What follows belongs to an exercise in optimizing a design on an open flow for small area; a production flow would make more cautious choices.
No functional check of the RTL was part of any run shown here.
Power is estimated from default activity; no workload was simulated.

File: design/flow/design.v
module cmd_int(
input    wire        i_clk,
input    wire        i_rst,
input    wire        i_data_valid,
input    wire [7:0]  i_data,
output   reg         o_buff_en,
output   wire        o_data_valid,
output   wire [7:0]  o_data,
output   reg         o_srst,
output   reg         o_pgrm_icap,
output   wire [26:0] o_ddr_strt_addr,
output   wire [19:0] o_trans_len,
output   reg         o_load,
input    wire  [19:0]i_icap_clk_cnt,
input    wire  [19:0]i_total_clk_cnt,
input    wire        i_uart_tx_buffer_full,
input    wire        i_dma_done,
output   reg         o_pr_reset
);
function [3:0] cls;
  input [7:0] c;
  case (c)
    8'h31: cls = 4'd1;  
    8'h32: cls = 4'd2;  
    8'h41: cls = 4'd3;  
    8'h43: cls = 4'd4;  
    8'h44: cls = 4'd5;  
    8'h45: cls = 4'd6;  
    8'h49: cls = 4'd7;  
    8'h4C: cls = 4'd8;  
    8'h4D: cls = 4'd9;  
    8'h4E: cls = 4'd10;  
    8'h4F: cls = 4'd11;  
    8'h50: cls = 4'd12;  
    8'h52: cls = 4'd13;  
    8'h53: cls = 4'd14;  
    8'h54: cls = 4'd15;  
    default: cls = 4'd0;
  endcase
endfunction
function [5:0] ac_next;
  input [5:0] s;
  input [7:0] c;
  reg [3:0] cc;
  reg [5:0] x;
  begin
    cc = cls(c);
    x = 6'd0;
    if ((cc == 4'd1) & ((s == 6'd61) | (s == 6'd63))) x = x | 6'd1;  
    if ((cc == 4'd2) & ((s == 6'd61) | (s == 6'd63))) x = x | 6'd1;  
    if ((cc == 4'd3) & ((s[5:2] == 4'd14))) x = x | 6'd1;  
    if ((cc == 4'd4) & ((s[5:2] == 4'd10))) x = x | 6'd1;  
    if ((cc == 4'd4) & ((s == 6'd30))) x = x | 6'd2;  
    if ((cc == 4'd5) & ((s == 6'd13))) x = x | 6'd1;  
    if ((cc == 4'd5) & ((s == 6'd45))) x = x | 6'd2;  
    if ((cc == 4'd5) & ((s == 6'd46))) x = x | 6'd3;  
    if ((cc == 4'd6) & ((s == 6'd33))) x = x | 6'd1;  
    if ((cc == 4'd7) & ((s[5:2] == 4'd4))) x = x | 6'd1;  
    if ((cc == 4'd7) & ((s[5:2] == 4'd12))) x = x | 6'd2;  
    if ((cc == 4'd8) & ((s[5:2] == 4'd14))) x = x | 6'd1;  
    if ((cc == 4'd9) & ((s[5:2] == 4'd4))) x = x | 6'd1;  
    if ((cc == 4'd9) & ((s[5:2] == 4'd5))) x = x | 6'd2;  
    if ((cc == 4'd10) & ((s == 6'd29))) x = x | 6'd1;  
    if ((cc == 4'd10) & ((s == 6'd47))) x = x | 6'd2;  
    if ((cc == 4'd10) & ((s == 6'd25))) x = x | 6'd3;  
    if ((cc == 4'd11) & ((s == 6'd37))) x = x | 6'd1;  
    if ((cc == 4'd11) & ((s == 6'd38))) x = x | 6'd2;  
    if ((cc == 4'd11) & ((s == 6'd17))) x = x | 6'd3;  
    if ((cc == 4'd12) & ((s[5:2] == 4'd13) | (s == 6'd1))) x = x | 6'd1;  
    if ((cc == 4'd12) & ((s == 6'd18))) x = x | 6'd2;  
    if ((cc == 4'd13) & ((s == 6'd54))) x = x | 6'd53;  
    if ((cc == 4'd13) & ((s[5:2] == 4'd14))) x = x | 6'd1;  
    if ((cc == 4'd13) & ((s == 6'd49))) x = x | 6'd2;  
    if ((cc == 4'd13) & ((s == 6'd21))) x = x | 6'd3;  
    if ((cc == 4'd14) & ((s == 6'd1) | (s == 6'd52) | (s == 6'd54) | (s == 6'd55))) x = x | 6'd1;  
    if ((cc == 4'd14) & ((s == 6'd53))) x = x | 6'd2;  
    if ((cc == 4'd15) & ((s == 6'd57))) x = x | 6'd1;  
    if ((cc == 4'd15) & ((s == 6'd41))) x = x | 6'd2;  
    if ((cc == 4'd15) & ((s == 6'd58))) x = x | 6'd3;  
    ac_next = {cc, 2'd0} ^ x;
  end
endfunction
localparam [5:0] AC_CMOD = 6'd22;
localparam [5:0] AC_DMOD = 6'd23;
localparam [5:0] AC_SADR = 6'd55;
localparam [5:0] AC_SLEN = 6'd43;
localparam [5:0] AC_SRST = 6'd63;
localparam [5:0] AC_PICP = 6'd50;
localparam [5:0] AC_RST1 = 6'd5;
localparam [5:0] AC_RST2 = 6'd9;
localparam [5:0] AC_CINT = 6'd62;
localparam [5:0] AC_NCON = 6'd42;
localparam [5:0] AC_RPRR = 6'd1;
localparam [5:0] AC_ROOT = 6'd0;
localparam [5:0] AC_PEND = 6'd2;
localparam AC_W = 6;
localparam [3:0] CMOD = 4'd0, DMOD = 4'd1, SADR = 4'd2, SLEN = 4'd3, SRST = 4'd4,
                 PICP = 4'd5, RST1 = 4'd6, RST2 = 4'd7, CINT = 4'd8, START = 4'd9,
                 NCON = 4'd10, RPRR = 4'd11;
reg  [AC_W-1:0] ac;
reg  [3:0]  state;
reg  [4:0]  len_cnt;
reg         tx_valid;
reg         tx_bit;
reg  [1:0]  buff_wr_addr;
reg  [3:0]  sel;                     
reg         cur_sel;                 
reg  [7:0]  cnt0, cnt1, cnt2, cnt3;  
reg  [23:0] addr_reg;                
reg  [19:0] len_reg;                 
reg  [43:0] mem0, mem1, mem2, mem3;  
wire m_cmod   = (ac == AC_CMOD);
wire st_cmod  = (state == CMOD);
wire st_start = (state == START);
wire buff_wr_en = (state == DMOD) & (ac == AC_PEND);
wire [7:0] cnt_sel = ({8{sel[0]}} & cnt0) | ({8{sel[1]}} & cnt1) | ({8{sel[2]}} & cnt2) | ({8{sel[3]}} & cnt3);
wire       tx_rst  = ~st_cmod;
wire [7:0] tx_data = cnt_sel | {2'b00, tx_rst, tx_rst, 3'b000, tx_bit};
assign o_data_valid = (state == DMOD) ? 1'b0 : i_data_valid | tx_valid;
assign o_data       = tx_valid ? tx_data : i_data;
wire [3:0]  rd_sel  = sel & {4{~cur_sel}};
wire [43:0] rd_data = ({44{rd_sel[0]}} & mem0) | ({44{rd_sel[1]}} & mem1) | ({44{rd_sel[2]}} & mem2) | ({44{rd_sel[3]}} & mem3);
wire [43:0] out_data = rd_data | ({44{cur_sel}} & {addr_reg, len_reg});
assign o_ddr_strt_addr = {3'b000, out_data[43:20]};
assign o_trans_len     = out_data[19:0];
wire [3:0] digit = (i_data < 8'd58) ? i_data[3:0] : i_data[3:0] + 4'd9;
wire [19:0] icap_rev  = {i_icap_clk_cnt[0], i_icap_clk_cnt[1], i_icap_clk_cnt[2], i_icap_clk_cnt[3], i_icap_clk_cnt[4], i_icap_clk_cnt[5], i_icap_clk_cnt[6], i_icap_clk_cnt[7], i_icap_clk_cnt[8], i_icap_clk_cnt[9], i_icap_clk_cnt[10], i_icap_clk_cnt[11], i_icap_clk_cnt[12], i_icap_clk_cnt[13], i_icap_clk_cnt[14], i_icap_clk_cnt[15], i_icap_clk_cnt[16], i_icap_clk_cnt[17], i_icap_clk_cnt[18], i_icap_clk_cnt[19]};
wire [19:0] total_rev = {i_total_clk_cnt[0], i_total_clk_cnt[1], i_total_clk_cnt[2], i_total_clk_cnt[3], i_total_clk_cnt[4], i_total_clk_cnt[5], i_total_clk_cnt[6], i_total_clk_cnt[7], i_total_clk_cnt[8], i_total_clk_cnt[9], i_total_clk_cnt[10], i_total_clk_cnt[11], i_total_clk_cnt[12], i_total_clk_cnt[13], i_total_clk_cnt[14], i_total_clk_cnt[15], i_total_clk_cnt[16], i_total_clk_cnt[17], i_total_clk_cnt[18], i_total_clk_cnt[19]};
wire       rst_bit = (state == RST1) ? icap_rev[len_cnt] : total_rev[len_cnt];
always @(posedge i_clk) begin
    if (i_rst)
        ac <= AC_ROOT;
    else if (st_cmod & ((ac == AC_DMOD) | (ac == AC_PICP) | (ac == AC_RST1) | (ac == AC_RST2) | (ac == AC_CINT)))
        ac <= AC_PEND;
    else if (ac == AC_PEND)
        ac <= AC_ROOT;
    else if (i_data_valid)
        ac <= ac_next(ac, i_data);
end
always @(posedge i_clk) begin
    cur_sel <= i_rst | ~((state == CINT) & i_data_valid);
    sel <= {4{((state == CINT) | (state == NCON)) & i_data_valid}} &
           {i_data[1:0] == 2'd3, i_data[1:0] == 2'd2, i_data[1:0] == 2'd1, i_data[1:0] == 2'd0};
    tx_bit  <= rst_bit & ((state == RST1) | (state == RST2));    
end
always @(posedge i_clk) begin
    if (~i_rst & (state == SADR) & i_data_valid) begin
        case (len_cnt[2:0])
            3'd0: addr_reg[23:20] <= digit;
            3'd1: addr_reg[19:16] <= digit;
            3'd2: addr_reg[15:12] <= digit;
            3'd3: addr_reg[11:8]  <= digit;
            3'd4: addr_reg[7:4]   <= digit;
            default: addr_reg[3:0] <= digit;
        endcase
    end
    if (~i_rst & (state == SLEN) & i_data_valid) begin
        case (len_cnt[2:0])
            3'd1: len_reg[19:16] <= digit;
            3'd2: len_reg[15:12] <= digit;
            3'd3: len_reg[11:8]  <= digit;
            3'd4: len_reg[7:4]   <= digit;
            3'd5: len_reg[3:0]   <= digit;
            default: ;
        endcase
    end
    if (buff_wr_en) begin
        case (buff_wr_addr)
            2'd0: mem0 <= {addr_reg, len_reg};
            2'd1: mem1 <= {addr_reg, len_reg};
            2'd2: mem2 <= {addr_reg, len_reg};
            default: mem3 <= {addr_reg, len_reg};
        endcase
    end
end
wire [7:0] cnt_d  = i_rst ? 8'h30 : cnt_sel + 8'd1;
wire [3:0] cnt_we = {4{i_rst}} | ({4{st_start}} & sel);
always @(posedge i_clk) begin
    if (cnt_we[0]) cnt0 <= cnt_d;
    if (cnt_we[1]) cnt1 <= cnt_d;
    if (cnt_we[2]) cnt2 <= cnt_d;
    if (cnt_we[3]) cnt3 <= cnt_d;
end
always @(posedge i_clk) begin
    if (i_rst) begin
        state        <= CMOD;
        o_buff_en    <= 1'b0;
        len_cnt      <= 5'd0;
        o_srst       <= 1'b0;
        o_pgrm_icap  <= 1'b0;
        o_load       <= 1'b0;
        tx_valid     <= 1'b0;
        buff_wr_addr <= 2'b00;
        o_pr_reset   <= 1'b0;
    end else begin
        case (state)
            CMOD: begin
                o_buff_en   <= 1'b0;
                o_srst      <= 1'b0;
                o_pgrm_icap <= 1'b0;
                o_load      <= 1'b0;
                len_cnt     <= 5'd0;
                tx_valid    <= 1'b0;
                case (ac)
                    AC_DMOD: state <= DMOD;
                    AC_SADR: state <= SADR;
                    AC_SLEN: state <= SLEN;
                    AC_SRST: state <= SRST;
                    AC_PICP: begin state <= PICP; o_pgrm_icap <= 1'b1; end
                    AC_RST1: state <= RST1;
                    AC_RST2: state <= RST2;
                    AC_CINT: state <= CINT;
                    AC_NCON: state <= NCON;
                    AC_RPRR: state <= RPRR;
                    default: ;
                endcase
            end
            DMOD: begin
                if (m_cmod) begin
                    state        <= CMOD;
                    buff_wr_addr <= buff_wr_addr + 2'd1;
                end
                o_buff_en <= 1'b1;
            end
            SADR, SLEN: begin
                if (i_data_valid) begin
                    len_cnt <= len_cnt + 5'd1;
                    if (len_cnt == 5'd5) begin
                        state  <= CMOD;
                        o_load <= 1'b1;
                    end
                end
            end
            SRST: begin
                if (m_cmod) state <= CMOD;
                o_srst <= ~m_cmod;
            end
            RPRR: begin
                if (m_cmod) state <= CMOD;
                o_pr_reset <= ~m_cmod;
            end
            PICP: begin
                o_pgrm_icap <= 1'b0;
                if (i_dma_done) state <= CMOD;
            end
            RST1, RST2: begin
                if (~i_uart_tx_buffer_full & (len_cnt != 5'd20)) begin
                    len_cnt  <= len_cnt + 5'd1;
                    tx_valid <= 1'b1;
                end else
                    tx_valid <= 1'b0;
                if (len_cnt == 5'd20) state <= CMOD;
            end
            CINT: begin
                if (i_data_valid) begin
                    o_load <= 1'b1;
                    state  <= START;
                end
            end
            START: begin
                o_pgrm_icap <= 1'b1;
                o_load      <= 1'b0;
                state       <= PICP;
            end
            NCON: begin
                if (i_data_valid) begin
                    tx_valid <= 1'b1;
                    state    <= CMOD;
                end
            end
            default: ;
        endcase
    end
end
endmodule
File: design/flow/flow/run.sh
#!/bin/bash
# Own layout flow: the standard ORFS flow (standard.sh, unchanged synthesis),
# with two layout settings that ORFS reads from the environment:
#  - the port buffers that buffer_ports inserts use the smallest buffer cell
#    (every input and output port still gets its own buffer);
#  - clock tree synthesis without dummy loads, with the clustering given below.
set -euo pipefail
export BUFFER_PORTS_ARGS="-buffer_cell sky130_fd_sc_hd__buf_1"
export CTS_ARGS="-sink_clustering_enable -repair_clock_nets -dont_use_dummy_load -buf_list sky130_fd_sc_hd__clkbuf_4 -sink_clustering_size 10 -sink_clustering_max_diameter 30"
bash standard.sh finish > flow_standard.log 2>&1
File: design/flow/standard.sh
#!/bin/bash
# synth_recipe.tcl (not shown) runs the flow's synth.tcl, then flattens the netlist and writes it again
# the make line also repeats each setting of config.mk as NAME=value (left out here)
make -C /OpenROAD-flow-scripts/flow DESIGN_CONFIG=/design/flow/config.mk WORK_HOME=/design/flow/orfs CLKGATE_MAP_FILE= SYNTH_SCRIPT=/design/flow/synth_recipe.tcl "${@:-finish}"
File: design/flow/config.mk
export PLATFORM = sky130hd
export DESIGN_NAME = cmd_int
export DESIGN_NICKNAME = cmd_int
export VERILOG_FILES = /design/flow/design.v
export SDC_FILE = /design/flow/constraint.sdc
export NUM_CORES = 8
export LEC_CHECK = 0
export CAP_MARGIN = 20
export CORE_MARGIN = 2
export CORE_UTILIZATION = 80
export PLACE_DENSITY = 0.9
export SLEW_MARGIN = 20
File: design/flow/constraint.sdc
create_clock -name core_clock -period 5.0 [get_ports {i_clk}]
set_input_delay 1.0000 -clock core_clock [delete_from_list [all_inputs] [get_ports {i_clk}]]
set_output_delay 1.0000 -clock core_clock [all_outputs]
set_load 0.01 [all_outputs]
==> results of run 1 <==
==> path summary, 6_finish.rpt <==
check                           to                    start  slack (ns)
max                 o_trans_len[1]           sel[1]$_DFF_P_        1.10
min              mem0[4]$_DFFE_PP_     len_reg[4]$_DFFE_PP_        0.48
max reg2reg  state[3]$_SDFFE_PP0P_  len_cnt[0]$_SDFFE_PP0P_        1.71
min reg2reg      mem0[4]$_DFFE_PP_     len_reg[4]$_DFFE_PP_        0.48
==> cell families (layout without fill, tap and decap cells) <==
logic type                 count (synthesis)  count (layout)  synth area share
AOI/OAI and AO/OA                        205             205            0.1196
xor gates and xnor gates                  15              15           0.01067
adders and majority gates                 14              14           0.01423
buffers and inverters                     82             183           0.02723
DFF                                      281             281            0.6617
muxes                                     21              21           0.02744
other                                      1               4         0.0003046
and+or+nand+nor                          343             343            0.1388
==> routing by layer <==
layer | vias up | track usage
li1 | 3901 | -
met5 | - | 0
met2 | 745 | 0.6011
met3 | 127 | 0.06302
met4 | 0 | 0.1538
met1 | 4213 | 0.4941
==> area by class of cell <==
type	instances	share of cell area
repair buffers	128	0.04156
inverters	13	0.003701
multi-input cells	601	0.2948
well taps	188	0.01784
diodes	1	0.0001898
clock buffers	42	0.02391
flip-flops and latches	281	0.6180
==> cells in the mapped netlist (all sizes together) (5+ instances only) <==
library cell,instances
edfxtp,252
a22oi,101
nand2,97
nand3,62
nor2,62
clkbuf,56
a21oi,29
dfxtp,29
nor3,17
nor2b,16
o21ai,16
ha,14
nand2b,14
buf,13
inv,13
and2,12
and3,12
nor4,11
mux4,10
mux2i,9
xor2,8
a31oi,7
xnor2,7
a211oi,6
nand4,6
or3,6
a21o,5
o32ai,5
==> worst max-delay path: stages (launching register included) <==
cell                      delay, ns
sky130_fd_sc_hd__dfxtp_1       0.60
sky130_fd_sc_hd__nor2b_4       0.75
sky130_fd_sc_hd__buf_4         0.40
sky130_fd_sc_hd__a22oi_1       0.15
sky130_fd_sc_hd__nand3_1       0.21
sky130_fd_sc_hd__buf_1         0.17
==> report_power, final <==
group / leakage, nW / total, mW / switching (mW) / internal (mW)
Sequential: 2.54 / 2.66 / 0.0712 / 2.59
Combinational: 1.46 / 0.459 / 0.277 / 0.181
Clock: 0.193 / 1.07 / 0.687 / 0.386
==> metrics by stage <==
stage | hold slack (ns) | utilization | setup slack (ns) | cells
finish | 0.4794 | 0.8706 | 1.096 | 1254
global route | 0.4855 | 0.8706 | 0.9845 | 1254
CTS | 0.4709 | 0.8699 | 1.151 | 1253
detailed placement | 0.4866 | 0.8491 | 1.469 | 1211
global placement | 0.4568 | 0.8491 | 1.532 | 1211
floorplan | 0.4692 | - | 1.894 | 964
==> out/results.tsv, run 1 <==
stage	metric	value	unit
floorplan	die-width	128.1	um
critical_path	worst_r2r_path_depth	8	
cts	cts_post_setup_buffers_inserted	0	
detailed_routing	detailroute.wirelength.met3	3263	um
global_routing	global_route.overflow_total	0	
cts	cts-resized-gates	0	
floorplan	rows	45	
floorplan	top_level_pins	114	
synthesis	synth_area_per_inst	12.80	sq um
timing	rsz0062_at_grt	false	
cts	tritoncts.num_buffers	42	
critical_path	crit_arrival	2.90	ns
timing	report.final.hold_viol_count	0	
cts	cts.clk_slew.worst_paths	0.09	ns
critical_path	critical_path_peak_fanout	27	
floorplan	fp.dieArea	16400	sq um
cts	root_buffer	sky130_fd_sc_hd__clkbuf_4	
synthesis	yosysTopAreaCell	sky130_fd_sc_hd__edfxtp_1	
timing	period_share	0.7808	
detailed_routing	total_met2_wirelength_after_detailed_routing	14600	um
synthesis	async_reset_ff_frac	0	
flow_run	number_of_max_cap_violations	0	
placed_design	gp_congestion	0.9622	
cts	cts_hold_repair.buffers	0	
placed_design	io_buffer_count	110	
detailed_routing	routedLengthMet1	10770	um
cts	clock_latency	0.66	ns
global_routing	grt_start_max_net_pins	45	
timing	timing.final.crit_period	3.904	ns
detailed_routing	drc_errors	0	
placed_design	detailedPlacementHpwl	18490	um
final_layout	mostFrequentLayoutCell	sky130_fd_sc_hd__edfxtp_1	
timing	fmaxAchievable	0.2561	GHz
cts	cts_max_path_buffers	3	
hold_path	holdCritPathClass	register to register	
global_routing	first_global_vias	8515	
final_layout	areaGrowthSynthToFinish	7.093	%
final_layout	multi_input_comb_area	3887	sq um
timing	timing_worst_slew_pin_value	1.057	ns
synthesis	yosys-top-cells-area	sky130_fd_sc_hd__edfxtp_1 61%, sky130_fd_sc_hd__a22oi_1 6.2%, sky130_fd_sc_hd__dfxtp_1 4.7%	
final_layout	ff_latch_area	8149	sq um
timing	report.final.slew_viol_count	0	
final_layout	final_net_count	1134	
timing	setup_violations	0	
detailed_routing	postRouteAntennaNets	0	
floorplan	core_area	15150	sq um
pwr	ir_drop	0.2654	mV
detailed_routing	initialDrtViolationCount	1186	
final_layout	final_design_instance_area_without_fill	13190	sq um
cts	htree_num_levels	2	
synthesis	postSynthRegisterBits	281	
synthesis	synth_seq_area_share	0.6617	
floorplan	die-height	128.1	um
global_routing	grt_pass1_wl	45550	um
final_layout	final_cell_mix	252 x sky130_fd_sc_hd__edfxtp_1, 110 x sky130_fd_sc_hd__buf_1, 101 x sky130_fd_sc_hd__a22oi_1, 97 x sky130_fd_sc_hd__nand2_1	
detailed_routing	detailroute.via_count	8986	
synthesis	yosysWarningCount	1	
floorplan	start_util	0.8130	
timing	maxSlewHeadroom	0.2938	
pwr	p_total	4.189	mW
final_layout	drive_above_1_share	0.08357	
timing	fin_worst_skew	0.1012	ns
critical_path	crit_required	4.00	ns
pwr	power_leakage	4.189	nW
synthesis	post_synthesis_instance_area	12310	sq um
global_routing	grt_use_total	0.3658	
global_routing	antenna_violations_before_repair	1	
cts	clock_tree_from_tritoncts	yes	
detailed_routing	drt_first_pass_iters	6	
detailed_routing	routed_wirelength	29930	um
placed_design	placement.cell_area	12860	sq um
hold_path	worstHoldPathCells	0	
critical_path	worst_setup_path_start_kind	register	
critical_path	criticalPathCategory	register to output pin	
timing	final.setup.tns	0	ns
cts	cts_sinks	281	
detailed_routing	routed_wire_length_per_instance	23.87	um
synthesis	synth.lib_cells_used.distinct	68	
status	run_status	no timing/DRC/antenna violations	
critical_path	cp-end-kind	output pin	
detailed_routing	maxUsedRoutingLayer	met4	
pwr	powerDensity	317.7	nW/um^2
final_layout	layout.filler_cells	694	
synthesis	syn_inst	962	
synthesis	post-synth-top-area-fraction	0.6146	
detailed_routing	route.detailed.vias_per_inst	7.166	
synthesis	synth_ff_type	sky130_fd_sc_hd__edfxtp_1	
synthesis	number_of_flops_mapped_to_enable_cells_by_yosys	252	
==> inputs of run 2 (changes only) <==
--- a/design/flow/flow/run.sh
+++ b/design/flow/flow/run.sh
@@ -6,5 +6,5 @@
 #  - clock tree synthesis without dummy loads, with the clustering given below.
 set -euo pipefail
 export BUFFER_PORTS_ARGS="-buffer_cell sky130_fd_sc_hd__buf_1"
-export CTS_ARGS="-sink_clustering_enable -repair_clock_nets -dont_use_dummy_load -buf_list sky130_fd_sc_hd__clkbuf_4 -sink_clustering_size 10 -sink_clustering_max_diameter 30"
+export CTS_ARGS="-sink_clustering_enable -repair_clock_nets -dont_use_dummy_load -buf_list sky130_fd_sc_hd__clkbuf_4 -sink_clustering_size 14 -sink_clustering_max_diameter 30"
 bash standard.sh finish > flow_standard.log 2>&1
--- a/design/flow/config.mk
+++ b/design/flow/config.mk
@@ -7,6 +7,6 @@
 export LEC_CHECK = 0
 export CAP_MARGIN = 20
 export CORE_MARGIN = 2
-export CORE_UTILIZATION = 80
-export PLACE_DENSITY = 0.9
+export CORE_UTILIZATION = 70
+export PLACE_DENSITY = 0.8
 export SLEW_MARGIN = 20
==> run 2 against run 1 <==
- register-to-register slack improved by 0.05 ns
- largest cell class unchanged
- maximum frequency increased by 1.1%
- still clean
- combinational power decreased by 2%
- hold slack got worse by 0.0019 ns
- wire length decreased by 7.2%
- utilization decreased by 10 points
- largest power group unchanged
- highest routed layer unchanged
==> out/results.tsv, run 2 <==
stage	metric	value	unit
floorplan	die-height	136.6	um
critical_path	worstSetupPathDepth	5	
timing	report.final.hold_viol_count	0	
synthesis	postSynthRegisterBits	281	
final_layout	drive_above_1_share	0.08011	
timing	fmaxAchievable	0.2590	GHz
synthesis	post-synth-top-area-fraction	0.6146	
detailed_routing	initialDrtViolationCount	766	
synthesis	yosysTopAreaCell	sky130_fd_sc_hd__edfxtp_1	
timing	period_share	0.7722	
detailed_routing	drc_errors	0	
floorplan	rows	48	
critical_path	worstReg2RegStart	len_cnt[0]$_SDFFE_PP0P_	
hold_path	holdCritPathClass	register to register	
detailed_routing	postRouteAntennaNets	0	
pwr	power_leakage	4.168	nW
cts	root_buffer	sky130_fd_sc_hd__clkbuf_4	
critical_path	path_buf_inv	2	
floorplan	fp.dieArea	18670	sq um
final_layout	final_cell_mix	252 x sky130_fd_sc_hd__edfxtp_1, 110 x sky130_fd_sc_hd__buf_1, 101 x sky130_fd_sc_hd__a22oi_1, 97 x sky130_fd_sc_hd__nand2_1	
synthesis	synth.lib_cells_used.distinct	68	
timing	fin_worst_skew	0.09957	ns
critical_path	timing.critical_path.slowest_stage_cell	sky130_fd_sc_hd__nor2b_4	
timing	rsz0062_at_grt	false	
status	run_status	no timing/DRC/antenna violations	
synthesis	async_reset_ff_frac	0	
floorplan	top_level_pins	114	
cts	htree_num_levels	2	
global_routing	global_route.overflow_total	0	
synthesis	yosys-top-cells-area	sky130_fd_sc_hd__edfxtp_1 61%, sky130_fd_sc_hd__a22oi_1 6.2%, sky130_fd_sc_hd__dfxtp_1 4.7%	
synthesis	yosysWarningCount	1	
floorplan	start_util	0.7144	
placed_design	io_buffer_count	110	
synthesis	number_of_flops_mapped_to_enable_cells_by_yosys	252	
synthesis	netlist_top_cells_count	252 x sky130_fd_sc_hd__edfxtp_1, 101 x sky130_fd_sc_hd__a22oi_1, 97 x sky130_fd_sc_hd__nand2_1	
floorplan	core_area	17240	sq um
critical_path	worst_path_dominant_cell_family	simple AND/OR/NAND/NOR gates	
final_layout	final_net_count	1130	
timing	setup_violations	0	
critical_path	critical_path_peak_fanout	28	
cts	cts-resized-gates	0	
final_layout	final-instance-count-excl-fill	1287	
floorplan	die-width	136.6	um
final_layout	mostFrequentLayoutCell	sky130_fd_sc_hd__edfxtp_1	
cts	clock_tree_from_tritoncts	yes	
placed_design	gp_congestion	0.9576	
global_routing	grt_pass1_wl	43860	um
detailed_routing	route.detailed.vias_per_inst	6.635	
detailed_routing	drt_first_pass_iters	7	
synthesis	synth_area_per_inst	12.80	sq um
critical_path	worst_setup_path_start_kind	register	
synthesis	synth_seq_area_share	0.6617	
detailed_routing	routed_wire_length_per_instance	21.58	um
detailed_routing	detailroute.via_count	8539	
global_routing	first_global_vias	8370	
cts	cts_hold_repair.buffers	0	
timing	timing_worst_slew_pin_value	1.055	ns
synthesis	leading_cell_type_by_number_of_instances_after_synthesis	sky130_fd_sc_hd__edfxtp_1	
critical_path	critical-path-max-stage-delay	0.79	ns
synthesis	syn_inst	962	
pwr	powerDensity	312.8	nW/um^2
cts	cts_post_setup_buffers_inserted	0	
critical_path	cp-end-kind	output pin	
pwr	ir_drop	0.2330	mV
synthesis	post_synthesis_instance_area	12310	sq um
final_layout	areaGrowthSynthToFinish	7.185	%
detailed_routing	routed_wirelength	27770	um
critical_path	cp-endpoint	o_ddr_strt_addr[1]	
placed_design	detailedPlacementHpwl	17800	um
final_layout	multi_input_comb_area	3882	sq um
cts	cts_sinks	281	
global_routing	grt_start_max_net_pins	45	
critical_path	worstReg2RegEnd	state[3]$_SDFFE_PP0P_	
cts	tritoncts.num_buffers	39	
critical_path	crit_required	4.00	ns
global_routing	antenna_violations_before_repair	1	
flow_run	number_of_max_cap_violations	0	
final_layout	layout.filler_cells	1060	
critical_path	crit_arrival	2.86	ns
critical_path	worst_r2r_path_depth	8	
timing	timing.final.crit_period	3.861	ns
final_layout	ff_latch_area	8149	sq um
critical_path	crit_path_start	sel[3]$_DFF_P_	
placed_design	placed_cells_incl_taps	1247	
critical_path	setup.reg_to_reg.worst_slack	1.76	ns
synthesis	synth_ff_type	sky130_fd_sc_hd__edfxtp_1	
cts	cts_max_path_buffers	3	
cts	clock_latency	0.64	ns
cts	cts.clk_slew.worst_paths	0.08	ns
critical_path	worstPathCellList	nor2b_4 > buf_4 > a22oi_1 > nand3_1 > buf_1	
global_routing	grt_use_total	0.3074	
timing	maxSlewHeadroom	0.2953	
timing	report.final.slew_viol_count	0	
critical_path	criticalPathCategory	register to output pin	
timing	final.setup.tns	0	ns
==> run 2: cell counts after synthesis <==
No cell type changed its count.
==> run 2: layout make-up <==
type	instances	area share
Antenna cell	1	0.0001896
Multi-Input combinational cell	601	0.2942
Inverter	13	0.003697
Clock buffer	39	0.02218
Sequential cell	281	0.6175
Tap cell	225	0.02133
Timing Repair Buffer	127	0.04096
==> run 2: layer usage <==
layer / share of wire / routed length, um / global-route usage
met4: 0.030 / 844 / 0.1238
met5: 0 / 0 / 0
met2: 0.49 / 13710 / 0.5003
met3: 0.094 / 2603 / 0.05259
met1: 0.38 / 10620 / 0.4174
==> run 2: power breakdown <==
group / switching, mW / internal, mW / total [mW]
clock network: 0.662 / 0.360 / 1.02
registers: 0.0720 / 2.59 / 2.66
logic: 0.269 / 0.179 / 0.448
==> run 2: worst min path at each step <==
stage / slack (ns) / startpoint / endpoint / depth (start not counted)
after detailed placement: 0.47 / o_srst$_SDFFE_PP0P_ / o_srst$_SDFFE_PP0P_ / 2
after global routing: 0.50 / o_srst$_SDFFE_PP0P_ / o_srst$_SDFFE_PP0P_ / 2
after floorplan: 0.47 / buff_wr_addr[1]$_SDFFE_PP0P_ / buff_wr_addr[1]$_SDFFE_PP0P_ / 2
after CTS: 0.48 / o_srst$_SDFFE_PP0P_ / o_srst$_SDFFE_PP0P_ / 2
final: 0.48 / o_srst$_SDFFE_PP0P_ / o_srst$_SDFFE_PP0P_ / 2
after global placement: 0.46 / o_srst$_SDFFE_PP0P_ / o_srst$_SDFFE_PP0P_ / 2
==> run 2: worst reg2reg max path: stages, from the launching register on <==
cell and delay [ns]:
sky130_fd_sc_hd__dfxtp_1 0.78, sky130_fd_sc_hd__ha_1 0.35, sky130_fd_sc_hd__nor4bb_1 0.55, sky130_fd_sc_hd__a211o_1 0.22, sky130_fd_sc_hd__o211ai_1 0.11, sky130_fd_sc_hd__a311oi_2 0.51
sky130_fd_sc_hd__a21oi_1 0.11, sky130_fd_sc_hd__or4_1 0.41, sky130_fd_sc_hd__a21oi_1 0.14
==> run 2: logic make-up after synthesis <==
group / Yosys count / synth area share
XOR/XNOR: 15 / 0.01067
adder cells (fa/ha/maj): 14 / 0.01423
AND/OR/NAND/NOR: 343 / 0.1388
AO/OA/AOI/OAI: 205 / 0.1196
buffers and inverters: 82 / 0.02723
other: 1 / 0.0003046
multiplexers: 21 / 0.02744
flip-flops: 281 / 0.6617
==> run 2: per-stage QoR <==
stage	cell area [sq um]	utilization	setup slack [ns]	power (mW)	hold WS [ns]
after detailed placement	12900	0.7483	1.434	3.150	0.4704
after global placement	12900	0.7483	1.517	3.143	0.4573
after floorplan	12320	-	1.894	2.995	0.4692
after global routing	13200	0.7657	0.9552	4.287	0.5041
after CTS	13190	0.7653	1.102	4.134	0.4835
final	13200	0.7657	1.139	4.128	0.4775
==> inputs of run 3 (changes only) <==
--- a/design/flow/flow/run.sh
+++ b/design/flow/flow/run.sh
@@ -6,5 +6,5 @@
 #  - clock tree synthesis without dummy loads, with the clustering given below.
 set -euo pipefail
 export BUFFER_PORTS_ARGS="-buffer_cell sky130_fd_sc_hd__buf_1"
-export CTS_ARGS="-sink_clustering_enable -repair_clock_nets -dont_use_dummy_load -buf_list sky130_fd_sc_hd__clkbuf_4 -sink_clustering_size 14 -sink_clustering_max_diameter 30"
+export CTS_ARGS="-sink_clustering_enable -repair_clock_nets -dont_use_dummy_load -buf_list sky130_fd_sc_hd__clkbuf_4 -sink_clustering_size 12 -sink_clustering_max_diameter 30"
 bash standard.sh finish > flow_standard.log 2>&1
--- a/design/flow/config.mk
+++ b/design/flow/config.mk
@@ -7,6 +7,6 @@
 export LEC_CHECK = 0
 export CAP_MARGIN = 20
 export CORE_MARGIN = 2
-export CORE_UTILIZATION = 70
-export PLACE_DENSITY = 0.8
+export CORE_UTILIZATION = 75
+export PLACE_DENSITY = 0.85
 export SLEW_MARGIN = 20
==> run 3 against run 2 <==
- critical path depth unchanged
- register-to-register slack worse by 0.02 ns
- flip-flop and latch count unchanged
- count of clock-buffer cells in the layout up 2
==> out/results.tsv, run 3 <==
stage	metric	value	unit
floorplan	core_area	15940	sq um
cts	cts.clk_slew.worst_paths	0.06	ns
cts	clock_latency	0.65	ns
floorplan	die-height	132.1	um
synthesis	syn_inst	962	
critical_path	cp-end-kind	output pin	
global_routing	global_route.overflow_total	0	
timing	timing_worst_slew_pin_value	1.084	ns
placed_design	gp_congestion	0.9615	
timing	setup_violations	0	
detailed_routing	routed_wirelength	27980	um
critical_path	worstReg2RegStart	len_cnt[0]$_SDFFE_PP0P_	
floorplan	fp.dieArea	17460	sq um
flow_run	number_of_max_cap_violations	0	
timing	rsz0062_at_grt	false	
cts	root_buffer	sky130_fd_sc_hd__clkbuf_4	
detailed_routing	drc_errors	0	
floorplan	die-width	132.1	um
pwr	powerDensity	314.7	nW/um^2
synthesis	postSynthRegisterBits	281	
detailed_routing	routed_wire_length_per_instance	21.86	um
global_routing	antenna_violations_before_repair	1	
final_layout	final-instance-count-excl-fill	1280	
critical_path	worst_setup_path_start_kind	register	
detailed_routing	detailroute.via_count	8589	
status	run_status	no timing/DRC/antenna violations	
critical_path	worst_r2r_path_depth	8	
global_routing	grt_use_total	0.3209	
cts	cts_post_setup_buffers_inserted	0	
synthesis	number_of_flops_mapped_to_enable_cells_by_yosys	252	
global_routing	first_global_vias	8235	
synthesis	leading_cell_type_by_number_of_instances_after_synthesis	sky130_fd_sc_hd__edfxtp_1	
critical_path	setup.reg_to_reg.worst_slack	1.74	ns
critical_path	crit_required	4.00	ns
global_routing	grt_pass1_wl	43460	um
detailed_routing	drt_first_pass_iters	5	
floorplan	rows	46	
final_layout	final_cell_mix	252 x sky130_fd_sc_hd__edfxtp_1, 110 x sky130_fd_sc_hd__buf_1, 101 x sky130_fd_sc_hd__a22oi_1, 97 x sky130_fd_sc_hd__nand2_1	
synthesis	post-synth-top-area-fraction	0.6146	
synthesis	yosysWarningCount	1	
cts	tritoncts.num_buffers	41	
cts	cts_hold_repair.buffers	0	
critical_path	worstReg2RegEnd	state[3]$_SDFFE_PP0P_	
timing	final_critical_path_setup_slack	1.143	ns
timing	period_share	0.7715	
synthesis	async_reset_ff_frac	0	
synthesis	synth_ff_type	sky130_fd_sc_hd__edfxtp_1	
placed_design	io_buffer_count	110	
placed_design	place_worst_setup_slack	1.411	ns
timing	report.final.slew_viol_count	0	
final_layout	areaGrowthSynthToFinish	7.185	%
floorplan	start_util	0.7723	
cts	cts_max_path_buffers	3	
timing	report.final.hold_viol_count	0	
timing	maxSlewHeadroom	0.2706	
final_layout	drive_above_1_share	0.08184	
critical_path	critical_path_peak_fanout	31	
critical_path	crit_path_start	sel[3]$_DFF_P_	
placed_design	detailedPlacementHpwl	17800	um
synthesis	yosys-top-cells-area	sky130_fd_sc_hd__edfxtp_1 61%, sky130_fd_sc_hd__a22oi_1 6.2%, sky130_fd_sc_hd__dfxtp_1 4.7%	
synthesis	netlist_top_cells_count	252 x sky130_fd_sc_hd__edfxtp_1, 101 x sky130_fd_sc_hd__a22oi_1, 97 x sky130_fd_sc_hd__nand2_1	
synthesis	synth_area_per_inst	12.80	sq um
detailed_routing	route.detailed.vias_per_inst	6.710	
critical_path	cp-endpoint	o_ddr_strt_addr[3]	
placed_design	placed_cells_incl_taps	1238	
cts	cts_sinks	281	
cts	cts-resized-gates	0	
hold_path	holdCritPathClass	register to register	
synthesis	post_synthesis_instance_area	12310	sq um
timing	final.hold.worst_slack	0.4984	ns
floorplan	top_level_pins	114	
global_routing	grt_start_max_net_pins	43	
final_layout	layout.filler_cells	876	
synthesis	synth_seq_area_share	0.6617	
detailed_routing	postRouteAntennaNets	0	
timing	fmaxAchievable	0.2592	GHz
critical_path	criticalPathCategory	register to output pin	
synthesis	synth.lib_cells_used.distinct	68	
synthesis	yosysTopAreaCell	sky130_fd_sc_hd__edfxtp_1	
pwr	power_leakage	4.179	nW
timing	final.setup.tns	0	ns
pwr	p_total	4.153	mW
final_layout	final_net_count	1132	
pwr	ir_drop	0.2796	mV
final_layout	mostFrequentLayoutCell	sky130_fd_sc_hd__edfxtp_1	
critical_path	crit_arrival	2.86	ns
detailed_routing	initialDrtViolationCount	812	
cts	htree_num_levels	2	
timing	timing.final.crit_period	3.857	ns
cts	clock_tree_from_tritoncts	yes	
timing	fin_worst_skew	0.1134	ns
-- run 3: cell counts after synthesis --
No cell type changed its count.
-- run 3: area by class of cell --
class / instances / area, sq um / area share
Timing Repair Buffer: 127 / 540.5 / 0.04096
Tap cell: 216 / 270.3 / 0.02048
Clock buffer: 41 / 307.8 / 0.02332
Multi-Input combinational cell: 601 / 3879 / 0.2939
Inverter: 13 / 48.80 / 0.003697
Sequential cell: 281 / 8149 / 0.6175
Antenna cell: 1 / 2.502 / 0.0001896
-- run 3: worst min path at each step --
stage	startpoint	to	cells after the start
after floorplan	buff_wr_addr[1]$_SDFFE_PP0P_	buff_wr_addr[1]$_SDFFE_PP0P_	2
after global placement	o_srst$_SDFFE_PP0P_	o_srst$_SDFFE_PP0P_	2
after detailed placement	o_srst$_SDFFE_PP0P_	o_srst$_SDFFE_PP0P_	2
after CTS	addr_reg[11]$_DFFE_PP_	mem2[31]$_DFFE_PP_	0
after global routing	addr_reg[11]$_DFFE_PP_	mem0[31]$_DFFE_PP_	0
final	buff_wr_addr[1]$_SDFFE_PP0P_	buff_wr_addr[1]$_SDFFE_PP0P_	2
-- run 3: worst max-delay path, stage by stage (launching register included) --
cell and delay (ns):
sky130_fd_sc_hd__dfxtp_1 0.57, sky130_fd_sc_hd__nor2b_4 0.85, sky130_fd_sc_hd__buf_4 0.36, sky130_fd_sc_hd__a22oi_1 0.10, sky130_fd_sc_hd__nand3_1 0.18, sky130_fd_sc_hd__buf_1 0.17
-- run 3: metal layers --
layer,vias to the layer above,track usage,share of wire,wire length (um)
met5,-,0,0,0
met4,0,0.1419,0.035,976
met3,85,0.05575,0.093,2612
li1,3893,-,-,-
met2,525,0.5208,0.49,13720
met1,4086,0.4344,0.38,10670
-- run 3: per-stage QoR --
| stage | instance area [sq um] | util |
|---|---|---|
| floorplan | 12320 | - |
| global placement | 12890 | 0.8084 |
| detailed placement | 12890 | 0.8084 |
| CTS | 13200 | 0.8277 |
| global route | 13200 | 0.8278 |
| finish | 13200 | 0.8278 |
-- run 3: power breakdown --
| group | internal [mW] | switching (mW) |
|---|---|---|
| Combinational | 0.179 | 0.265 |
| Sequential | 2.59 | 0.0724 |
| Clock | 0.377 | 0.672 |
-- run 3: kinds of logic after synthesis --
logic type               Yosys count  synth area share
buffers and inverters             82           0.02723
XOR/XNOR                          15           0.01067
AO/OA/AOI/OAI                    205            0.1196
AND/OR/NAND/NOR                  343            0.1388
other                              1         0.0003046
multiplexers                      21           0.02744
flip-flops                       281            0.6617
adder cells (fa/ha/maj)           14           0.01423
==> inputs of run 4 (changes only) <==
--- a/design/flow/flow/run.sh
+++ b/design/flow/flow/run.sh
@@ -6,5 +6,5 @@
 #  - clock tree synthesis without dummy loads, with the clustering given below.
 set -euo pipefail
 export BUFFER_PORTS_ARGS="-buffer_cell sky130_fd_sc_hd__buf_1"
-export CTS_ARGS="-sink_clustering_enable -repair_clock_nets -dont_use_dummy_load -buf_list sky130_fd_sc_hd__clkbuf_4 -sink_clustering_size 12 -sink_clustering_max_diameter 30"
+export CTS_ARGS="-sink_clustering_enable -repair_clock_nets -dont_use_dummy_load -buf_list {sky130_fd_sc_hd__clkbuf_4 sky130_fd_sc_hd__clkbuf_8} -root_buf sky130_fd_sc_hd__clkbuf_8 -sink_clustering_buffer sky130_fd_sc_hd__clkbuf_4 -sink_clustering_size 12 -sink_clustering_max_diameter 35"
 bash standard.sh finish > flow_standard.log 2>&1
--- a/design/flow/config.mk
+++ b/design/flow/config.mk
@@ -7,6 +7,6 @@
 export LEC_CHECK = 0
 export CAP_MARGIN = 20
 export CORE_MARGIN = 2
-export CORE_UTILIZATION = 75
-export PLACE_DENSITY = 0.85
+export CORE_UTILIZATION = 70
+export PLACE_DENSITY = 0.8
 export SLEW_MARGIN = 20
==> run 4 against run 3 <==
- critical endpoint is now o_ddr_strt_addr[1]
- total power is 1.1% lower
- non-clock buffer count unchanged
- sequential share of layout area barely moved
- global-route usage is 1.5 points lower
- final cell count about the same
- maximum frequency rose by 2.0%
- clock skew decreased by 0.053 ns
- register-to-register slack got worse by 0.05 ns
- critical path type unchanged
- via count shrank 0.94%
- worst setup slack improved by 0.076 ns
- synthesized area did not move
==> out/results.tsv, run 4 <==
stage	metric	value	unit
timing	maxSlewHeadroom	0.2744	
timing	rsz0062_at_grt	false	
detailed_routing	routed_wire_length_per_instance	21.51	um
hold_path	holdCritPathClass	register to register	
cts	cts_sinks	281	
placed_design	io_buffer_count	110	
final_layout	mostFrequentLayoutCell	sky130_fd_sc_hd__edfxtp_1	
final_layout	final_cell_mix	252 x sky130_fd_sc_hd__edfxtp_1, 110 x sky130_fd_sc_hd__buf_1, 101 x sky130_fd_sc_hd__a22oi_1, 97 x sky130_fd_sc_hd__nand2_1	
critical_path	cp-end-kind	output pin	
hold_path	worstHoldEndpoint	o_srst$_SDFFE_PP0P_	
placed_design	gp_congestion	0.9576	
synthesis	synth_area_per_inst	12.80	sq um
timing	setup_violations	0	
floorplan	start_util	0.7144	
global_routing	grt_use_total	0.3058	
cts	cts.clk_slew.worst_paths	0.11	ns
synthesis	yosysWarningCount	1	
cts	clock_tree_from_tritoncts	yes	
final_layout	final_net_count	1125	
floorplan	rows	48	
timing	final.setup.tns	0	ns
final_layout	final_util	0.7652	
pwr	sw_frac_of_total	0.2389	
detailed_routing	drt_first_pass_iters	5	
global_routing	grt_pass1_wl	43680	um
global_routing	first_global_vias	8298	
detailed_routing	detailroute.via_count	8508	
floorplan	core_area	17240	sq um
timing	timing.final.crit_period	3.781	ns
cts	cts_max_path_buffers	3	
synthesis	synth.lib_cells_used.distinct	68	
synthesis	leading_cell_type_by_number_of_instances_after_synthesis	sky130_fd_sc_hd__edfxtp_1	
critical_path	worst_r2r_path_depth	8	
timing	fmaxAchievable	0.2645	GHz
critical_path	setup.reg_to_reg.worst_slack	1.69	ns
pwr	cellInternalPower	3.127	mW
pwr	clkPwrFrac	0.244	
critical_path	worstReg2RegStart	len_cnt[0]$_SDFFE_PP0P_	
synthesis	yosysTopAreaCell	sky130_fd_sc_hd__edfxtp_1	
pwr	comb_power_share	0.108	
synthesis	synth_ff_type	sky130_fd_sc_hd__edfxtp_1	
timing	report.final.slew_viol_count	0	
floorplan	top_level_pins	114	
final_layout	drive_above_1_share	0.07576	
cts	htree_num_levels	2	
global_routing	antenna_violations_before_repair	0	
cts	tritoncts.num_buffers	34	
critical_path	criticalPathCategory	register to output pin	
critical_path	critical_path_peak_fanout	28	
detailed_routing	routed_wirelength	27550	um
cts	cts_hold_repair.buffers	0	
hold_path	worstHoldStart	o_srst$_SDFFE_PP0P_	
pwr	power_leakage	4.158	nW
status	run_status	no timing/DRC/antenna violations	
floorplan	die-width	136.6	um
flow_run	number_of_max_cap_violations	0	
cts	cts_post_setup_buffers_inserted	0	
pwr	share_seq_of_total_power	0.647	
global_routing	grt_start_max_net_pins	45	
synthesis	postSynthRegisterBits	281	
pwr	powerDensity	311.5	nW/um^2
cts	clock_latency	0.52	ns
detailed_routing	initialDrtViolationCount	775	
timing	final.hold.worst_slack	0.4763	ns
critical_path	crit_arrival	2.78	ns
detailed_routing	drc_errors	0	
synthesis	post-synth-top-area-fraction	0.6146	
cts	root_buffer	sky130_fd_sc_hd__clkbuf_8	
floorplan	fp.dieArea	18670	sq um
placed_design	detailedPlacementHpwl	17800	um
synthesis	async_reset_ff_frac	0	
critical_path	worstReg2RegEnd	state[3]$_SDFFE_PP0P_	
timing	timing_worst_slew_pin_value	1.086	ns
synthesis	synth_seq_area_share	0.6617	
synthesis	post_synthesis_instance_area	12310	sq um
timing	fin_worst_skew	0.06033	ns
floorplan	die-height	136.6	um
cts	cts-resized-gates	0	
pwr	power.net_switching	0.9815	mW
critical_path	worst_setup_path_start_kind	register	
global_routing	global_route.overflow_total	0	
timing	report.final.hold_viol_count	0	
final_layout	ant_diodes	0	
timing	period_share	0.7562	
synthesis	yosys-top-cells-area	sky130_fd_sc_hd__edfxtp_1 61%, sky130_fd_sc_hd__a22oi_1 6.2%, sky130_fd_sc_hd__dfxtp_1 4.7%	
final_layout	areaGrowthSynthToFinish	7.113	%
synthesis	syn_inst	962	
pwr	ir_drop	0.2678	mV
hold_path	worstHoldPathCells	2	
synthesis	netlist_top_cells_count	252 x sky130_fd_sc_hd__edfxtp_1, 101 x sky130_fd_sc_hd__a22oi_1, 97 x sky130_fd_sc_hd__nand2_1	
detailed_routing	route.detailed.vias_per_inst	6.642	
synthesis	number_of_flops_mapped_to_enable_cells_by_yosys	252	
critical_path	crit_required	4.00	ns
detailed_routing	postRouteAntennaNets	0	
==> run 4: per-layer routing <==
layer | vias up | track usage | share of wire
met5 | - | 0 | 0
met4 | 0 | 0.1221 | 0.028
met3 | 60 | 0.05185 | 0.086
met2 | 469 | 0.5031 | 0.50
met1 | 4103 | 0.4109 | 0.39
li1 | 3876 | - | -
==> run 4: power groups by stage <==
stage / registers (mW) / logic, mW / clock network, mW
after floorplan: 2.66 / 0.333 / 0
after global routing: 2.67 / 0.489 / 1.10
final: 2.66 / 0.445 / 1.00
after detailed placement: 2.71 / 0.439 / 0
after CTS: 2.66 / 0.441 / 1.02
after global placement: 2.71 / 0.434 / 0
==> run 4: kinds of logic (layout without fill, tap and decap cells) <==
kind of cell	Yosys count	after routing	share of synthesized area
adders and majority gates	14	14	0.01423
DFF	281	281	0.6617
xor gates and xnor gates	15	15	0.01067
buffers and inverters	82	174	0.02723
AOI/OAI and AO/OA	205	205	0.1196
other	1	3	0.0003046
and+or+nand+nor	343	343	0.1388
muxes	21	21	0.02744
==> run 4: worst max path at each step <==
stage                         startpoint                  to  slack, ns  cells after the start
final                     sel[3]$_DFF_P_  o_ddr_strt_addr[1]       1.22                      5
after global routing      sel[3]$_DFF_P_  o_ddr_strt_addr[1]       1.04                      5
after CTS                 sel[3]$_DFF_P_  o_ddr_strt_addr[1]       1.20                      5
after detailed placement       i_data[2]  ac[0]$_SDFFE_PP0P_       1.43                      7
after global placement         i_data[2]  ac[0]$_SDFFE_PP0P_       1.52                      7
after floorplan                i_data[0]  ac[0]$_SDFFE_PP0P_       1.89                     11
==> run 4: cell type report <==
type | count | area, sq um
multi-input cells | 601 | 3882
repair buffers | 127 | 540.5
inverters | 13 | 48.80
flip-flops and latches | 281 | 8149
fillers | 1070 | 4048
well taps | 225 | 281.5
clock buffers | 34 | 286.5
==> run 4: per-stage QoR <==
| stage | area, sq um | power, mW | instances | setup slack, ns |
|---|---|---|---|---|
| after floorplan | 12320 | 2.995 | 964 | 1.894 |
| after global placement | 12900 | 3.143 | 1247 | 1.517 |
| after detailed placement | 12900 | 3.150 | 1247 | 1.434 |
| after CTS | 13190 | 4.119 | 1281 | 1.200 |
| after global routing | 13190 | 4.264 | 1281 | 1.039 |
| final | 13190 | 4.108 | 1281 | 1.219 |
==> run 4: critical path, cell delays in order (launching register included) <==
cell                      delay, ns
sky130_fd_sc_hd__dfxtp_1       0.60
sky130_fd_sc_hd__nor2b_4       0.82
sky130_fd_sc_hd__buf_4         0.38
sky130_fd_sc_hd__a22oi_1       0.12
sky130_fd_sc_hd__nand3_1       0.18
sky130_fd_sc_hd__buf_1         0.17
==> inputs of run 5 (changes only) <==
==> design/flow/flow/run.sh (replaced) <==
#!/bin/bash
# Own layout flow: the standard ORFS flow (standard.sh, unchanged synthesis),
# with two layout settings that ORFS reads from the environment:
#  - the port buffers that buffer_ports inserts use the smallest buffer cell
#    (every input and output port still gets its own buffer);
#  - clock tree synthesis without dummy loads, with the clustering given below.
set -euo pipefail
export BUFFER_PORTS_ARGS="-buffer_cell sky130_fd_sc_hd__buf_1"
export CTS_ARGS="-sink_clustering_enable -repair_clock_nets -dont_use_dummy_load -buf_list sky130_fd_sc_hd__clkbuf_4 -root_buf sky130_fd_sc_hd__clkbuf_16 -sink_clustering_size 12 -sink_clustering_max_diameter 35"
bash standard.sh finish > flow_standard.log 2>&1
==> run 5 against run 4 <==
- clock power rose by 11%
- first-iteration DRC count fell by 0.39%
- clock skew fell by 0.010 ns
- via count rose by 0.74%
- total power rose by 2.6%
- flip-flop and latch count did not move
- critical path type unchanged
- critical endpoint unchanged
==> out/results.tsv, run 5 <==
stage	metric	value	unit
status	run_status	no timing/DRC/antenna violations	
synthesis	postSynthRegisterBits	281	
synthesis	post_synthesis_instance_area	12310	sq um
critical_path	critical-path-max-stage-delay	0.81	ns
floorplan	die-height	136.6	um
global_routing	first_global_vias	8331	
synthesis	yosys-top-cells-area	sky130_fd_sc_hd__edfxtp_1 61%, sky130_fd_sc_hd__a22oi_1 6.2%, sky130_fd_sc_hd__dfxtp_1 4.7%	
global_routing	antenna_violations_before_repair	0	
synthesis	leading_cell_type_by_number_of_instances_after_synthesis	sky130_fd_sc_hd__edfxtp_1	
critical_path	critical_path_peak_fanout	28	
placed_design	io_buffer_count	110	
cts	clock_tree_from_tritoncts	yes	
timing	final.setup.tns	0	ns
cts	cts_hold_repair.buffers	0	
hold_path	worstHoldPathCells	2	
final_layout	final-instance-count-excl-fill	1281	
critical_path	worstPathCellList	nor2b_4 > buf_4 > a22oi_1 > nand3_1 > buf_1	
timing	timing.final.crit_period	3.752	ns
timing	maxSlewHeadroom	0.2852	
floorplan	start_util	0.7144	
synthesis	synth_seq_area_share	0.6617	
synthesis	netlist_top_cells_count	252 x sky130_fd_sc_hd__edfxtp_1, 101 x sky130_fd_sc_hd__a22oi_1, 97 x sky130_fd_sc_hd__nand2_1	
critical_path	worst_r2r_path_depth	5	
timing	period_share	0.7505	
floorplan	top_level_pins	114	
cts	cts.clk_slew.worst_paths	0.11	ns
placed_design	detailedPlacementHpwl	17800	um
timing	fmaxAchievable	0.2665	GHz
cts	cts_sinks	281	
timing	final_critical_path_setup_slack	1.248	ns
timing	rsz0062_at_grt	false	
detailed_routing	initialDrtViolationCount	772	
final_layout	mostFrequentLayoutCell	sky130_fd_sc_hd__edfxtp_1	
final_layout	final_cell_mix	252 x sky130_fd_sc_hd__edfxtp_1, 110 x sky130_fd_sc_hd__buf_1, 101 x sky130_fd_sc_hd__a22oi_1, 97 x sky130_fd_sc_hd__nand2_1	
critical_path	worst_setup_path_start_kind	register	
timing	report.final.hold_viol_count	0	
global_routing	grt_start_max_net_pins	45	
timing	report.final.slew_viol_count	0	
floorplan	fp.dieArea	18670	sq um
final_layout	ant_diodes	0	
final_layout	areaGrowthSynthToFinish	7.570	%
synthesis	synth_area_per_inst	12.80	sq um
global_routing	grt_pass1_wl	44070	um
synthesis	post-synth-top-area-fraction	0.6146	
placed_design	place_worst_setup_slack	1.434	ns
flow_run	number_of_max_cap_violations	0	
final_layout	layout.filler_cells	1058	
critical_path	timing.critical_path.slowest_stage_cell	sky130_fd_sc_hd__nor2b_4	
placed_design	placed_cells_incl_taps	1247	
synthesis	synth.lib_cells_used.distinct	68	
cts	cts-resized-gates	0	
pwr	ir_drop	0.2670	mV
critical_path	cp-end-kind	output pin	
cts	cts_max_path_buffers	3	
hold_path	holdCritPathClass	register to register	
floorplan	rows	48	
floorplan	core_area	17240	sq um
detailed_routing	drc_errors	0	
synthesis	number_of_flops_mapped_to_enable_cells_by_yosys	252	
critical_path	crit_arrival	2.75	ns
detailed_routing	drt_first_pass_iters	6	
pwr	powerDensity	318.2	nW/um^2
global_routing	global_route.overflow_total	0	
detailed_routing	route.detailed.vias_per_inst	6.691	
detailed_routing	detailroute.via_count	8571	
cts	clock_latency	0.49	ns
detailed_routing	postRouteAntennaNets	0	
placed_design	gp_congestion	0.9576	
global_routing	grt_use_total	0.3100	
final_layout	drive_above_1_share	0.07576	
synthesis	async_reset_ff_frac	0	
cts	cts_post_setup_buffers_inserted	0	
synthesis	yosysWarningCount	1	
detailed_routing	routed_wirelength	28000	um
cts	htree_num_levels	2	
detailed_routing	routed_wire_length_per_instance	21.86	um
cts	root_buffer	sky130_fd_sc_hd__clkbuf_16	
timing	setup_violations	0	
cts	tritoncts.num_buffers	34	
critical_path	crit_required	4.00	ns
timing	timing_worst_slew_pin_value	1.070	ns
floorplan	die-width	136.6	um
final_layout	final_net_count	1125	
synthesis	synth_ff_type	sky130_fd_sc_hd__edfxtp_1	
timing	fin_worst_skew	0.05034	ns
synthesis	syn_inst	962	
critical_path	criticalPathCategory	register to output pin	
synthesis	yosysTopAreaCell	sky130_fd_sc_hd__edfxtp_1	
pwr	power_leakage	4.183	nW
run 5: cell types whose count changed in the layout (fill, tap and decap cells not counted):
cell                        previous run  this run
sky130_fd_sc_hd__clkbuf_16             0         5
sky130_fd_sc_hd__clkbuf_8              5         0
run 5: final timing paths:
kind / start / endpoint / slack [ns]
max: sel[3]$_DFF_P_ / o_ddr_strt_addr[1] / 1.25
min: o_srst$_SDFFE_PP0P_ / o_srst$_SDFFE_PP0P_ / 0.48
max reg2reg: ac[1]$_SDFFE_PP0P_ / mem3[33]$_DFFE_PP_ / 1.70
min reg2reg: o_srst$_SDFFE_PP0P_ / o_srst$_SDFFE_PP0P_ / 0.48
run 5: cell families (layout without fill, tap and decap cells):
family          Yosys count  in the layout  synth area share
buf+inv                  82            174           0.02723
compound gates          205            205            0.1196
fa+ha+maj                14             14           0.01423
flops                   281            281            0.6617
xor+xnor                 15             15           0.01067
other cells               1              3         0.0003046
simple gates            343            343            0.1388
mux                      21             21           0.02744
run 5: area by class of cell:
class / instances / area [sq um] / area share
clock buffer: 34 / 342.8 / 0.02588
multi-input combinational: 601 / 3882 / 0.2931
sequential: 281 / 8149 / 0.6152
tap: 225 / 281.5 / 0.02125
timing repair buffer: 127 / 540.5 / 0.04081
inverter: 13 / 48.80 / 0.003684
run 5: metrics by stage:
step | cell area (sq um) | hold WS (ns) | util | power, mW
3_5_place_dp | 12900 | 0.4704 | 0.7483 | 3.150
3_3_place_gp | 12900 | 0.4573 | 0.7483 | 3.143
5_1_grt | 13250 | 0.5040 | 0.7684 | 4.368
6_report | 13250 | 0.4783 | 0.7684 | 4.215
2_1_floorplan | 12320 | 0.4692 | - | 2.995
4_1_cts | 13240 | 0.4834 | 0.7682 | 4.222
run 5: report_power, final:
part           internal (mW)  switching (mW)  total (mW)  leakage [nW]
clock network          0.449           0.662        1.11         0.195
registers               2.59          0.0727        2.66          2.54
logic                  0.179           0.267       0.446          1.45
run 5: per-layer routing:
metal  up-vias  track usage  wire [um]
met5         -            0          0
met2       475       0.5081      14070
met3        66      0.05074       2269
met1      4150       0.4191      10900
met4         0       0.1250        766
li1       3880            -          -
run 5: worst max-delay path: cells and delay by family, from the launching register on:
| kind | cells | cell delay, ns |
|---|---|---|
| buffers and inverters | 2 | 0.55 |
| DFF | 1 | 0.61 |
| and+or+nand+nor | 2 | 0.99 |
| AOI/OAI and AO/OA | 1 | 0.12 |
==> inputs of run 6 (changes only) <==
==> design/flow/flow/run.sh (replaced) <==
#!/bin/bash
# Own layout flow: the standard ORFS flow (standard.sh, unchanged synthesis),
# with two layout settings that ORFS reads from the environment:
#  - the port buffers that buffer_ports inserts use the smallest buffer cell
#    (every input and output port still gets its own buffer);
#  - clock tree synthesis without dummy loads, with the clustering given below.
set -euo pipefail
export BUFFER_PORTS_ARGS="-buffer_cell sky130_fd_sc_hd__buf_1"
export CTS_ARGS="-sink_clustering_enable -repair_clock_nets -dont_use_dummy_load -buf_list sky130_fd_sc_hd__clkbuf_4 -sink_clustering_size 10 -sink_clustering_max_diameter 40"
bash standard.sh finish > flow_standard.log 2>&1
==> run 6 against run 5 <==
- still clean on timing, DRC and antenna
- register-to-register slack about the same
- non-clock buffer count unchanged
- final cell count about the same
- critical endpoint unchanged
- largest power group unchanged
==> out/results.tsv, run 6 <==
stage	metric	value	unit
critical_path	crit_arrival	2.91	ns
global_routing	grt_pass1_wl	43930	um
final_layout	final_net_count	1125	
global_routing	grt_use_total	0.3079	
final_layout	ff_latch_area	8149	sq um
critical_path	crit_required	4.00	ns
pwr	ir_drop	0.2931	mV
floorplan	die-height	136.6	um
synthesis	leading_cell_type_by_number_of_instances_after_synthesis	sky130_fd_sc_hd__edfxtp_1	
timing	maxSlewHeadroom	0.2812	
timing	period_share	0.7811	
pwr	powerDensity	308.9	nW/um^2
synthesis	yosys-top-cells-area	sky130_fd_sc_hd__edfxtp_1 61%, sky130_fd_sc_hd__a22oi_1 6.2%, sky130_fd_sc_hd__dfxtp_1 4.7%	
synthesis	yosysWarningCount	1	
synthesis	number_of_flops_mapped_to_enable_cells_by_yosys	252	
cts	cts.clk_slew.worst_paths	0.10	ns
global_routing	antenna_violations_before_repair	1	
cts	clock_tree_from_tritoncts	yes	
cts	tritoncts.num_buffers	34	
cts	cts_hold_repair.buffers	0	
timing	final.setup.tns	0	ns
synthesis	synth_area_per_inst	12.80	sq um
timing	report.final.slew_viol_count	0	
cts	clock_latency	0.61	ns
timing	timing.final.crit_period	3.906	ns
final_layout	drive_above_1_share	0.07576	
status	run_status	no timing/DRC/antenna violations	
cts	cts_post_setup_buffers_inserted	0	
flow_run	number_of_max_cap_violations	0	
critical_path	critical-path-max-stage-delay	0.80	ns
detailed_routing	route.detailed.vias_per_inst	6.612	
global_routing	first_global_vias	8379	
synthesis	synth.lib_cells_used.distinct	68	
timing	rsz0062_at_grt	false	
synthesis	post-synth-top-area-fraction	0.6146	
timing	setup_violations	0	
detailed_routing	routed_wire_length_per_instance	21.57	um
floorplan	fp.dieArea	18670	sq um
critical_path	critical_path_peak_fanout	28	
final_layout	final_util	0.7635	
floorplan	rows	48	
critical_path	criticalPathCategory	register to output pin	
synthesis	synth_ff_type	sky130_fd_sc_hd__edfxtp_1	
synthesis	yosysTopAreaCell	sky130_fd_sc_hd__edfxtp_1	
cts	cts_max_path_buffers	3	
timing	fin_worst_skew	0.06901	ns
final_layout	final_design_instance_area_without_fill	13160	sq um
cts	cts-resized-gates	0	
timing	fmaxAchievable	0.2560	GHz
cts	cts_sinks	281	
detailed_routing	drt_first_pass_iters	5	
floorplan	die-width	136.6	um
synthesis	post_synthesis_instance_area	12310	sq um
pwr	power_leakage	4.145	nW
detailed_routing	postRouteAntennaNets	0	
global_routing	grt_start_max_net_pins	45	
final_layout	layout.filler_cells	1073	
detailed_routing	drc_errors	0	
synthesis	async_reset_ff_frac	0	
synthesis	syn_inst	962	
critical_path	timing.critical_path.slowest_stage_cell	sky130_fd_sc_hd__nor2b_4	
synthesis	postSynthRegisterBits	281	
floorplan	core_area	17240	sq um
placed_design	detailedPlacementHpwl	17800	um
cts	root_buffer	sky130_fd_sc_hd__clkbuf_4	
final_layout	mostFrequentLayoutCell	sky130_fd_sc_hd__edfxtp_1	
critical_path	worst_path_dominant_cell_family	simple AND/OR/NAND/NOR gates	
synthesis	synth_seq_area_share	0.6617	
timing	report.final.hold_viol_count	0	
timing	timing_worst_slew_pin_value	1.076	ns
placed_design	place_worst_setup_slack	1.434	ns
synthesis	netlist_top_cells_count	252 x sky130_fd_sc_hd__edfxtp_1, 101 x sky130_fd_sc_hd__a22oi_1, 97 x sky130_fd_sc_hd__nand2_1	
placed_design	gp_congestion	0.9576	
critical_path	worstPathCellList	nor2b_4 > buf_4 > a22oi_1 > nand3_1 > buf_1	
detailed_routing	initialDrtViolationCount	734	
critical_path	path_buf_inv	2	
cts	htree_num_levels	2	
placed_design	io_buffer_count	110	
detailed_routing	routed_wirelength	27650	um
global_routing	global_route.overflow_total	0	
critical_path	worst_setup_path_start_kind	register	
final_layout	areaGrowthSynthToFinish	6.879	%
detailed_routing	detailroute.via_count	8477	
final_layout	final_cell_mix	252 x sky130_fd_sc_hd__edfxtp_1, 110 x sky130_fd_sc_hd__buf_1, 101 x sky130_fd_sc_hd__a22oi_1, 97 x sky130_fd_sc_hd__nand2_1	
floorplan	start_util	0.7144	
final_layout	multi_input_comb_area	3882	sq um
placed_design	placement.cell_area	12900	sq um
hold_path	holdCritPathClass	register to register	
critical_path	cp-end-kind	output pin	
floorplan	top_level_pins	114	
timing	final_critical_path_setup_slack	1.094	ns
[run 6: worst reg2reg max path, delay by kind of cell (launching register included)]
kind,cells,cell delay [ns]
buffers and inverters,1,0.41
DFF,1,0.62
and+or+nand+nor,4,1.93
[run 6: power breakdown]
group	switching (mW)	total, mW	internal, mW
sequential	0.0729	2.66	2.59
combinational	0.266	0.445	0.179
clock	0.645	0.961	0.316
total	0.984	4.06	3.08
[run 6: worst paths after layout]
path | from | to | slack [ns] | depth (start not counted)
worst min register to register | o_srst$_SDFFE_PP0P_ | o_srst$_SDFFE_PP0P_ | 0.48 | 2
worst min-delay path | o_srst$_SDFFE_PP0P_ | o_srst$_SDFFE_PP0P_ | 0.48 | 2
worst max-delay path | sel[3]$_DFF_P_ | o_ddr_strt_addr[1] | 1.09 | 5
worst max register to register | ac[1]$_SDFFE_PP0P_ | mem2[5]$_DFFE_PP_ | 1.71 | 5
[run 6: stage by stage]
step | hold slack (ns) | std cells | total power, mW
after global routing | 0.5092 | 1282 | 4.221
after CTS | 0.4882 | 1281 | 4.074
after global placement | 0.4573 | 1247 | 3.143
after floorplan | 0.4692 | 964 | 2.995
after detailed placement | 0.4704 | 1247 | 3.150
final | 0.4825 | 1282 | 4.065
[run 6: cell families (layout without fill, tap and decap cells)]
kind of cell	count (synthesis)	after routing	synth area share
buffers and inverters	82	174	0.02723
AO/OA/AOI/OAI	205	205	0.1196
AND/OR/NAND/NOR	343	343	0.1388
flip-flops	281	281	0.6617
multiplexers	21	21	0.02744
XOR/XNOR	15	15	0.01067
other	1	4	0.0003046
adder cells (fa/ha/maj)	14	14	0.01423
[run 6: final cells by class]
| cell class | instances | share of cell area |
|---|---|---|
| Antenna cell | 1 | 0.0001902 |
| Clock buffer | 34 | 0.01940 |
| Inverter | 13 | 0.003708 |
| Multi-Input combinational cell | 601 | 0.2950 |
| Sequential cell | 281 | 0.6192 |
| Tap cell | 225 | 0.02139 |
| Timing Repair Buffer | 127 | 0.04107 |
[run 6: routing by layer]
| layer | global-route usage | up-vias | share of wire | wire, um |
|---|---|---|---|---|
| met2 | 0.5042 | 460 | 0.50 | 13750 |
| li1 | - | 3885 | - | - |
| met3 | 0.05370 | 65 | 0.089 | 2465 |
| met5 | 0 | - | 0 | 0 |
| met1 | 0.4147 | 4067 | 0.39 | 10690 |
| met4 | 0.1238 | 0 | 0.027 | 751 |

==> re-timing with driven ports <==
How much do the figures lean on ideal ports? The routed layouts below were timed once more, with nothing changed but the port constraints. Step 1 (the two cells are an assumption about what drives the block):
set clk [get_ports {i_clk}]
set_driving_cell -lib_cell sky130_fd_sc_hd__clkbuf_16 $clk
set_driving_cell -lib_cell sky130_fd_sc_hd__buf_2 [delete_from_list [all_inputs] $clk]
Step 2 also shifts input and output timing later by t, the mid clock arrival at the registers, as if the neighbouring blocks saw the same clock. Slacks: no drivers / after step 1 / after step 2; pairs: no drivers / after step 1.
run	t (ns)	slack for setup (ns)	hold WS [ns]	worst register clock-pin slew, ns
run 1	0.650	1.096 / 1.055 / 1.396	0.479 / 0.479 / 0.479	0.10 / 0.10
run 2	0.633	1.139 / 1.101 / 1.365	0.477 / 0.477 / 0.477	0.12 / 0.12
run 3	0.635	1.143 / 1.103 / 1.334	0.498 / 0.498 / 0.498	0.12 / 0.12
run 4	0.526	1.219 / 1.180 / 1.423	0.476 / 0.476 / 0.476	0.12 / 0.12
run 5	0.504	1.248 / 1.204 / 1.426	0.478 / 0.478 / 0.478	0.12 / 0.12
run 6	0.611	1.094 / 1.057 / 1.437	0.483 / 0.483 / 0.483	0.11 / 0.11
After both steps every run listed still meets setup and hold.
